Context: an optimization exercise on an open-source flow, tuned for small area and a short achievable clock period. The choices shown serve that exercise and are no tape-out recipe.
RTL that was checked went through simulation tests only; none was proved equivalent to the original.
The clock port is modelled as an ideal driver; clocking choices that lean on that would not hold on a real chip.
No activity file was given, so power comes from the tool's default toggle rates.

==> flow/design.v (excerpt) <==
module pe_mac #(
  parameter int WA       = 16,
  parameter int WB       = 16,
  parameter int ACCW     = 40,
  parameter int MULT_LAT = 1,
  parameter int ADD_LAT  = 0
) (
  input  logic                    clk,
  input  logic                    rst_n,
  input  logic                    in_valid,
  output logic                    in_ready,
  input  logic signed [WA-1:0]    a_in,
  input  logic signed [WB-1:0]    b_in,
  input  logic signed [ACCW-1:0]  psum_in,
  output logic                    out_valid,
  input  logic                    out_ready,
  output logic signed [WA-1:0]    a_out,
  output logic signed [WB-1:0]    b_out,
  output logic signed [ACCW-1:0]  psum_out
);
  logic        acc;
  logic [15:0] A, B;
  logic [39:0] P;
  logic [39:0] S;
  logic [3:0]  V;
  logic [39:0] psum_off;
  assign in_ready = out_ready;
  assign acc      = in_valid & out_ready;
  assign psum_off = {psum_in[39:32], ~psum_in[31], psum_in[30:0]};
  logic [7:0] BN, BO, BT, bn_in, bo_in, bt_in;
  assign bn_in[0] = b_in[1];
  assign bo_in[0] = b_in[0] ^ 1'b0;
  assign bt_in[0] = (b_in[1] & ~b_in[0] & ~1'b0) | (~b_in[1] & b_in[0] & 1'b0);
  assign bn_in[1] = b_in[3];
  assign bo_in[1] = b_in[2] ^ b_in[1];
  assign bt_in[1] = (b_in[3] & ~b_in[2] & ~b_in[1]) | (~b_in[3] & b_in[2] & b_in[1]);
  assign bn_in[2] = b_in[5];
  assign bo_in[2] = b_in[4] ^ b_in[3];
  assign bt_in[2] = (b_in[5] & ~b_in[4] & ~b_in[3]) | (~b_in[5] & b_in[4] & b_in[3]);
  assign bn_in[3] = b_in[7];
  assign bo_in[3] = b_in[6] ^ b_in[5];
  assign bt_in[3] = (b_in[7] & ~b_in[6] & ~b_in[5]) | (~b_in[7] & b_in[6] & b_in[5]);
  assign bn_in[4] = b_in[9];
  ...
==> flow/config.mk <==
export PLATFORM = sky130hd
export DESIGN_NAME = pe_mac
export DESIGN_NICKNAME = pe_mac
export VERILOG_FILES = /design/flow/design.v
export SDC_FILE = /design/flow/constraint.sdc
export NUM_CORES = 4
export LEC_CHECK = 0
export ABC_AREA = 1
export CAP_MARGIN = 20
export CORE_MARGIN = 2
export CORE_UTILIZATION = 55
export CTS_BUF_LIST = sky130_fd_sc_hd__clkbuf_8
export SETUP_SLACK_MARGIN = 3.2
export SLEW_MARGIN = 20
export SYNTH_HIERARCHICAL = 1
export SYNTH_MINIMUM_KEEP_SIZE = 0
export TNS_END_PERCENT = 20
==> flow/constraint.sdc <==
create_clock -name core_clock -period 6.0 [get_ports {clk}]
set_input_delay 1.2000 -clock core_clock [delete_from_list [all_inputs] [get_ports {clk}]]
set_output_delay 1.2000 -clock core_clock [all_outputs]
set_load 0.01 [all_outputs]
standard.sh (not shown) runs the stock make flow with config.mk's settings and CLKGATE_MAP_FILE= SYNTH_SCRIPT=/design/flow/synth_recipe.tcl, a recipe that flattens the netlist after the stock synthesis.
==> flow/flow/run.sh <==
#!/bin/bash
# Own flow: the standard layout (standard.sh, unchanged synthesis) with
#  - the port buffers made of the smallest buffer cell (buf_1), and
#  - useful skew for the internal M registers (flow/skew.tcl, run as the
#    PRE_CTS_TCL hook: it wraps clock_tree_synthesis and delays the clock of
#    Ms/Mc, which have no path from an input or to an output).
set -euo pipefail
here=$(pwd)
export BUFFER_PORTS_ARGS="-buffer_cell sky130_fd_sc_hd__buf_1"
export PRE_CTS_TCL="$here/flow/skew.tcl"

export SKEW_CELLS="clkdlybuf4s25_1 clkbuf_4"
export CTS_ARGS="-sink_clustering_enable -repair_clock_nets -buf_list sky130_fd_sc_hd__clkbuf_8 -dont_use_dummy_load"
bash standard.sh > standard.log 2>&1
==> flow/flow/skew.tcl <==
# Useful skew for the register-to-register paths A,B -> M -> S: the clock of
# the M registers (Ms, Mc), whose D and Q pins connect only to other
# registers through logic, is delayed by a chain of clock buffers after CTS,
# so the multiply stage borrows time from the accumulate stage.
rename clock_tree_synthesis my_cts_orig
proc clock_tree_synthesis {args} {
  my_cts_orig {*}$args
  # buffer cells of the delay chain, from the tree's leaf net to the registers
  set cells [expr {[info exists ::env(SKEW_CELLS)] ? $::env(SKEW_CELLS) : "clkbuf_2 clkbuf_4"}]
  set groups [dict create]
  foreach inst [get_cells -quiet {Ms[* Mc[*}] {
    set pin [get_pins -of_objects $inst -filter "name==CLK"]
    set net [get_nets -of_objects $pin]
    dict lappend groups [get_full_name $net] [list $pin [sta::sta_to_db_inst $inst]]
  }
  set block [ord::get_db_block]
  set k 0
  dict for {netname items} $groups {
    set xs 0; set ys 0; set pins {}
    foreach it $items {
      lappend pins [lindex $it 0]
      set bb [[lindex $it 1] getBBox]
      set xs [expr {$xs + (([$bb xMin] + [$bb xMax]) / 2)}]; set ys [expr {$ys + (([$bb yMin] + [$bb yMax]) / 2)}]
    }
    set n [llength $pins]
    set dbu [$block getDbUnitsPerMicron]
    set loc [list [expr {$xs / $n / double($dbu)}] [expr {$ys / $n / double($dbu)}]]
    set cur $netname
    # a stronger last buffer for a large group keeps the clock pin slew low
    set big [expr {[info exists ::env(SKEW_BIG)] ? $::env(SKEW_BIG) : 6}]
    set chain $cells
    if {$n > $big} { set chain [lreplace $chain end end clkbuf_8] }
    set s 0
    foreach cell $chain {
      insert_buffer -buffer_cell sky130_fd_sc_hd__$cell -net $cur -load_pins $pins -location $loc \
        -buffer_name skewbuf_${k}_$s -net_name skewnet_${k}_$s
      incr s
      set cur [get_full_name [get_nets -of_objects [lindex $pins 0]]]
    }
    puts "skew: $n M register clock pins of $netname behind $chain"
    incr k
  }
}
Change:
--- a/flow/flow/run.sh
+++ b/flow/flow/run.sh
@@ -11,3 +11,3 @@
 
-export SKEW_CELLS="clkdlybuf4s25_1 clkbuf_4"
+export SKEW_CELLS="clkbuf_2 clkbuf_4"
 export CTS_ARGS="-sink_clustering_enable -repair_clock_nets -buf_list sky130_fd_sc_hd__clkbuf_8 -dont_use_dummy_load"
--- a/flow/config.mk
+++ b/flow/config.mk
@@ -10,3 +10,3 @@
 export CORE_MARGIN = 2
-export CORE_UTILIZATION = 55
+export CORE_UTILIZATION = 68
 export CTS_BUF_LIST = sky130_fd_sc_hd__clkbuf_8
After rerunning: Maximum frequency grows by a few percent. Cell count went down by a few percent. Final area falls slightly.
No functional check of the RTL was part of any run of this note.

## north
Another version of the RTL of pe_mac (not shown whole).
Size: ~1300 cells after synthesis, ~180 flip-flops, about 150 I/O pins, about 12000 µm² of cells after synthesis.
// pe_mac
module pe_mac #(
  parameter int WA       = 16,
  parameter int WB       = 16,
  parameter int ACCW     = 40,
  parameter int MULT_LAT = 1,
  parameter int ADD_LAT  = 0
) (
  input  logic                    clk,
  input  logic                    rst_n,
  input  logic                    in_valid,
  output logic                    in_ready,
  input  logic signed [WA-1:0]    a_in,
  input  logic signed [WB-1:0]    b_in,
  input  logic signed [ACCW-1:0]  psum_in,
  output logic                    out_valid,
  input  logic                    out_ready,
  output logic signed [WA-1:0]    a_out,
  output logic signed [WB-1:0]    b_out,
  output logic signed [ACCW-1:0]  psum_out
);
export LEC_CHECK = 0
export ABC_AREA = 1
export CAP_MARGIN = 20
export CORE_MARGIN = 2
export CORE_UTILIZATION = 55
export CTS_BUF_LIST = sky130_fd_sc_hd__clkbuf_8
export SETUP_SLACK_MARGIN = 3.15
export SLEW_MARGIN = 20
export SYNTH_HIERARCHICAL = 1
export SYNTH_MINIMUM_KEEP_SIZE = 0
export TNS_END_PERCENT = 20
create_clock -name core_clock -period 6.0 [get_ports {clk}]
==> flow/flow/run.sh <==
#!/bin/bash
# Own flow: the standard layout (standard.sh, unchanged synthesis) with
#  - the port buffers made of the smallest buffer cell (buf_1), and
#  - useful skew for the internal M registers (flow/skew.tcl, run as the
#    PRE_CTS_TCL hook: it wraps clock_tree_synthesis and delays the clock of
#    Ms/Mc, which have no path from an input or to an output).
set -euo pipefail
here=$(pwd)
export BUFFER_PORTS_ARGS="-buffer_cell sky130_fd_sc_hd__buf_1"
export PRE_CTS_TCL="$here/flow/skew.tcl"

export SKEW_CELLS="clkdlybuf4s25_1 clkbuf_4"
export CTS_ARGS="-sink_clustering_enable -repair_clock_nets -buf_list sky130_fd_sc_hd__clkbuf_8 -dont_use_dummy_load"
bash standard.sh > standard.log 2>&1
Scripts as last shown in full above: flow/flow/skew.tcl
north finished end to end and its layout was clean on timing, DRC and antenna.
Input-level comparison between south and north:
--- a/flow/flow/run.sh
+++ b/flow/flow/run.sh
@@ -12,2 +12 @@
-export SKEW_CELLS="clkdlybuf4s25_1 clkbuf_4"
-export CTS_ARGS="-sink_clustering_enable -repair_clock_nets -buf_list sky130_fd_sc_hd__clkbuf_8 -dont_use_dummy_load"
+export SKEW_CELLS="clkbuf_2 clkbuf_2 clkbuf_2 clkbuf_4"
--- a/flow/config.mk
+++ b/flow/config.mk
@@ -11,3 +11,2 @@
-export CORE_UTILIZATION = 55
-export CTS_BUF_LIST = sky130_fd_sc_hd__clkbuf_8
-export SETUP_SLACK_MARGIN = 3.15
+export CORE_UTILIZATION = 40
+export SETUP_SLACK_MARGIN = 3.0
@@ -17 +15,0 @@
-export TNS_END_PERCENT = 20
### Flow results
south finished every stage and its layout cleared the timing, design-rule and antenna checks.
Summary: with north as the reference, total net switching power in south moved up by a few percent.
In the metrics for north and south, the one carrying the higher via count normalized by instance count is north.
The higher wire length came out of south.
For routability congestion estimate, north and south come out practically identical.
In the flow results for north and south, the number of cells in the design after placement is smaller on north.
Via count, north and south, lower one = north.
Post-route fraction of the period consumed by the critical path: lower on north
The following lists how east was set up differently from south:
--- a/flow/flow/run.sh
+++ b/flow/flow/run.sh
@@ -12 +12,2 @@
-export SKEW_CELLS="clkbuf_2 clkbuf_2 clkbuf_2 clkbuf_4"
+export SKEW_CELLS="clkdlybuf4s25_1 clkbuf_4"
+export CTS_ARGS="-sink_clustering_enable -repair_clock_nets -buf_list sky130_fd_sc_hd__clkbuf_8 -dont_use_dummy_load"
--- a/flow/config.mk
+++ b/flow/config.mk
@@ -11 +11,2 @@
-export CORE_UTILIZATION = 40
+export CORE_UTILIZATION = 55
+export CTS_BUF_LIST = sky130_fd_sc_hd__clkbuf_8
[summary]
- Total power: east below south
- For south, the critical path capture point was Ms[14], unlike east, where it was Ms[20].
- Changes observed in east relative to south: maximum number of pins on one net before global-route repair down 15, proportion of power drawn by combinational gates climbed 5.0 points, global-route usage increased by 6.0 points relative to the old numbers, proportion of power drawn by the clock network shrank by 8.9 points, cell area fell by about 5%.
- Looking at post-detailed-routing wire length across both flows, east is the stronger of the two, with south trailing.
- Re adder-cell area share of the yosys netlist: no difference whatsoever between south and east.
Relative to east, the following input files were edited for west:
--- a/flow/flow/run.sh
+++ b/flow/flow/run.sh
@@ -12,2 +12 @@
-export SKEW_CELLS="clkdlybuf4s25_1 clkbuf_4"
-export CTS_ARGS="-sink_clustering_enable -repair_clock_nets -buf_list sky130_fd_sc_hd__clkbuf_8 -dont_use_dummy_load"
+export SKEW_CELLS="clkbuf_2 clkbuf_2 clkbuf_2 clkbuf_4"
--- a/flow/config.mk
+++ b/flow/config.mk
@@ -11 +11 @@
-export CORE_UTILIZATION = 55
+export CORE_UTILIZATION = 40
[summary]
Side by side, clock network fraction of design power turned out higher in west than in east.
The higher post-placement cell count of west and east is in west.
east → west: internal cell power higher; worst setup slack roughly the same.
--- input diff west..middle ---
--- a/flow/config.mk
+++ b/flow/config.mk
@@ -13 +13 @@
-export SETUP_SLACK_MARGIN = 3.0
+export SETUP_SLACK_MARGIN = 2.85
When the final numbers for middle and west were put side by side, the count of buffers added by post-CTS timing repair for setup turned out to be smaller in middle. Instance area at placement was lower in middle than in west. Utilization is higher on west. Relative to west, the detailed router's first-iteration violation count of middle is higher by 161. Fmax: middle below west. Setup slack in middle is 170 ps lower than in west. NOTE total via count in the routed design west->middle increased slightly. Higher share of the final layout cell area in multi-input gates among middle and west: west. Total congestion overflow across middle and west: no real change. Cmp middle and west / post-route cell area / lower: middle. Relative to west, register fraction of the total cell area has gone up in middle.

Another version of the RTL of pe_mac (not shown whole).
Size in the first run: about 1400 cells after synthesis, about 180 flip-flops.
export LEC_CHECK = 0
export ABC_AREA = 1
export CAP_MARGIN = 20
export CORE_MARGIN = 2
export CORE_UTILIZATION = 40
export SETUP_SLACK_MARGIN = 3.0
export SLEW_MARGIN = 20
export SYNTH_HIERARCHICAL = 1
export SYNTH_MINIMUM_KEEP_SIZE = 0
create_clock -name core_clock -period 6.0 [get_ports {clk}]
==> flow/flow/run.sh <==
#!/bin/bash
# Own flow: the standard layout (standard.sh, unchanged synthesis) with
#  - the port buffers made of the smallest buffer cell (buf_1), and
#  - useful skew for the internal M registers (flow/skew.tcl, run as the
#    PRE_CTS_TCL hook: it wraps clock_tree_synthesis and delays the clock of
#    Ms/Mc, which have no path from an input or to an output).
set -euo pipefail
here=$(pwd)
export BUFFER_PORTS_ARGS="-buffer_cell sky130_fd_sc_hd__buf_1"
export PRE_CTS_TCL="$here/flow/skew.tcl"

export SKEW_CELLS="clkbuf_2 clkbuf_2 clkbuf_4"
bash standard.sh > standard.log 2>&1
Scripts as last shown in full above: flow/flow/skew.tcl
Edit:
--- a/flow/flow/run.sh
+++ b/flow/flow/run.sh
@@ -12 +12 @@
-export SKEW_CELLS="clkbuf_2 clkbuf_2 clkbuf_4"
+export SKEW_CELLS="clkbuf_2 clkbuf_2 clkbuf_2 clkbuf_4"
--- a/flow/config.mk
+++ b/flow/config.mk
@@ -12 +12 @@
-export SETUP_SLACK_MARGIN = 3.0
+export SETUP_SLACK_MARGIN = 3.3
What happened: The changed run finished with timing, DRC and antenna clean. Fmax is higher by about 1.8%. Global-route usage is higher by 1.3 points. Worst setup slack gains 51 ps. Cell count is higher by 4.4%. Design area is higher by about 13%. Die area is unchanged. Wire length is higher by 12%. Core utilization is higher by 6.5 points. Clock skew is higher by 95 ps.

== red ==
Another version of the RTL of pe_mac (not shown whole).
Size in the first run: about 1300 cells after synthesis, ~180 flip-flops.
clock: 6.0 ns
lec_check: 0
abc_area: 1
cap_margin: 20
core_margin: 2
core_utilization: 68
cts_buf_list: sky130_fd_sc_hd__clkbuf_8
setup_slack_margin: 3.05
slew_margin: 20
synth_hierarchical: 1
synth_minimum_keep_size: 0
tns_end_percent: 10
==> flow/flow/run.sh <==
#!/bin/bash
# Own flow: the standard layout (standard.sh, unchanged synthesis) with
#  - the port buffers made of the smallest buffer cell (buf_1), and
#  - useful skew for the internal M registers (flow/skew.tcl, run as the
#    PRE_CTS_TCL hook: it wraps clock_tree_synthesis and delays the clock of
#    Ms/Mc, which have no path from an input or to an output).
set -euo pipefail
here=$(pwd)
export BUFFER_PORTS_ARGS="-buffer_cell sky130_fd_sc_hd__buf_1"
export PRE_CTS_TCL="$here/flow/skew.tcl"

export SKEW_CELLS="clkbuf_2 clkbuf_4"
export CTS_ARGS="-sink_clustering_enable -repair_clock_nets -buf_list sky130_fd_sc_hd__clkbuf_8 -dont_use_dummy_load"
bash standard.sh > standard.log 2>&1
Scripts as last shown in full above: flow/flow/skew.tcl
red: all stages complete, timing, DRC and antenna checks passed
Modified inputs, blue compared to red
Settings: changing SETUP_SLACK_MARGIN from 3.05 to 3.15.
-- flow/flow/run.sh --
<<< red, line 10
export PRE_CTS_TCL="$here/flow/skew.tcl"

export SKEW_CELLS="clkbuf_2 clkbuf_4"
export CTS_ARGS="-sink_clustering_enable -repair_clock_nets -buf_list sky130_fd_sc_hd__clkbuf_8 -dont_use_dummy_load"
bash standard.sh > standard.log 2>&1
>>> blue, line 10
export PRE_CTS_TCL="$here/flow/skew.tcl"

export SKEW_CELLS="clkbuf_1 clkbuf_2 clkbuf_4"
export CTS_ARGS="-sink_clustering_enable -repair_clock_nets -buf_list sky130_fd_sc_hd__clkbuf_8 -dont_use_dummy_load"
bash standard.sh > standard.log 2>&1
==> comparison <==
Summary: with red as the reference, power dissipated by switching net loads in blue moved up by a few percent. Delta (blue minus red): combinational power share rose by 2.6 points; share of layout cells above drive strength 1 increased 1.5 points; via density per instance went down by about 0.3%; transition time of the tightest slew-check pin +87 ps. Any difference in clock-pin slew on the worst setup and hold paths between red and blue is small enough to ignore. On blue: hold path depth is 1 higher than what red gave. Number of nets with antenna violations after detailed routing: blue vs red, no meaningful difference. In the reports for red and blue, the larger number of inserted filler cells in the final layout belongs to red.
### blue -> green
Settings: swapping 10 for 20 in TNS_END_PERCENT; swapping 3.15 for 3.2 in SETUP_SLACK_MARGIN.
-- flow/flow/run.sh --
<<< blue, line 10
export PRE_CTS_TCL="$here/flow/skew.tcl"

export SKEW_CELLS="clkbuf_1 clkbuf_2 clkbuf_4"
export CTS_ARGS="-sink_clustering_enable -repair_clock_nets -buf_list sky130_fd_sc_hd__clkbuf_8 -dont_use_dummy_load"
bash standard.sh > standard.log 2>&1
>>> green, line 10
export PRE_CTS_TCL="$here/flow/skew.tcl"

export SKEW_CELLS="clkdlybuf4s25_1 clkbuf_4"
export CTS_ARGS="-sink_clustering_enable -repair_clock_nets -buf_list sky130_fd_sc_hd__clkbuf_8 -dont_use_dummy_load"
bash standard.sh > standard.log 2>&1
## What came out
green has completed all stages; timing, DRC and antenna checks passed. Launch point of the critical path: Mc[10] -> green, BO[7] -> blue. ~same final worst-path setup slack in blue and green. Re detail-routed via count per cell: green is 1.2% up on blue. Average wire length per cell after detail routing (lower): blue. Reported for blue and green, total grt overflow turned out identical to the last digit. On maximum frequency, blue and green are basically level.

[afterwards: timing with drivers on the ports]
The flow's constraints put no driver on any port. The routed layouts listed below were extracted and timed again, unchanged, in two steps. Step 1 assumes that a clkbuf_16 drives the clock port and a buf_2 every other input. Step 2, shift: input delay + t, output delay - t, t = (earliest + latest rising clock arrival at the registers) / 2. This alone moves slack from input paths to output paths. Slacks: no drivers / after step 1 / after step 2; pairs: no drivers / after step 1.
| run | t, ns | setup slack, ns | clock arrival spread, ns | slew at the worst register clock pin (ns) | worst data-port slew with drivers (ns) |
|---|---|---|---|---|---|
| the first run of note 1 | 0.670 | 3.061 / 3.061 / 2.723 | 0.450 / 0.449 | 0.11 / 0.11 | 0.05 |
| the second run of note 1 | 0.604 | 3.180 / 3.180 / 2.867 | 0.289 / 0.289 | 0.09 / 0.09 | 0.03 |
| north | 0.706 | 3.093 / 3.093 / 2.654 | 0.466 / 0.466 | 0.11 / 0.11 | 0.04 |
| south | 0.700 | 3.054 / 3.054 / 2.648 | 0.462 / 0.462 | 0.08 / 0.08 | 0.06 |
| east | 0.677 | 3.051 / 3.051 / 2.614 | 0.442 / 0.443 | 0.11 / 0.11 | 0.04 |
| west | 0.714 | 3.051 / 3.051 / 2.521 | 0.453 / 0.453 | 0.11 / 0.11 | 0.06 |
| middle | 0.713 | 2.884 / 2.884 / 2.474 | 0.460 / 0.460 | 0.11 / 0.11 | 0.08 |
| the first run of note 3 | 0.648 | 3.035 / 3.035 / 2.718 | 0.352 / 0.352 | 0.08 / 0.08 | 0.05 |
| the second run of note 3 | 0.696 | 3.086 / 3.086 / 2.674 | 0.457 / 0.457 | 0.08 / 0.08 | 0.04 |
| red | 0.595 | 3.054 / 3.054 / 2.611 | 0.278 / 0.278 | 0.10 / 0.10 | 0.04 |
| blue | 0.665 | 3.055 / 3.055 / 2.565 | 0.403 / 0.403 | 0.10 / 0.10 | 0.05 |
| green | 0.690 | 3.054 / 3.054 / 2.667 | 0.454 / 0.455 | 0.10 / 0.10 | 0.05 |
In 10 of these runs the clock reaches the registers at very different times; t lies between them, and the last value is a rough guide only. The setup slack of west, which loses most, moves by 0.000 ns with the drivers and by -0.530 ns with both steps.
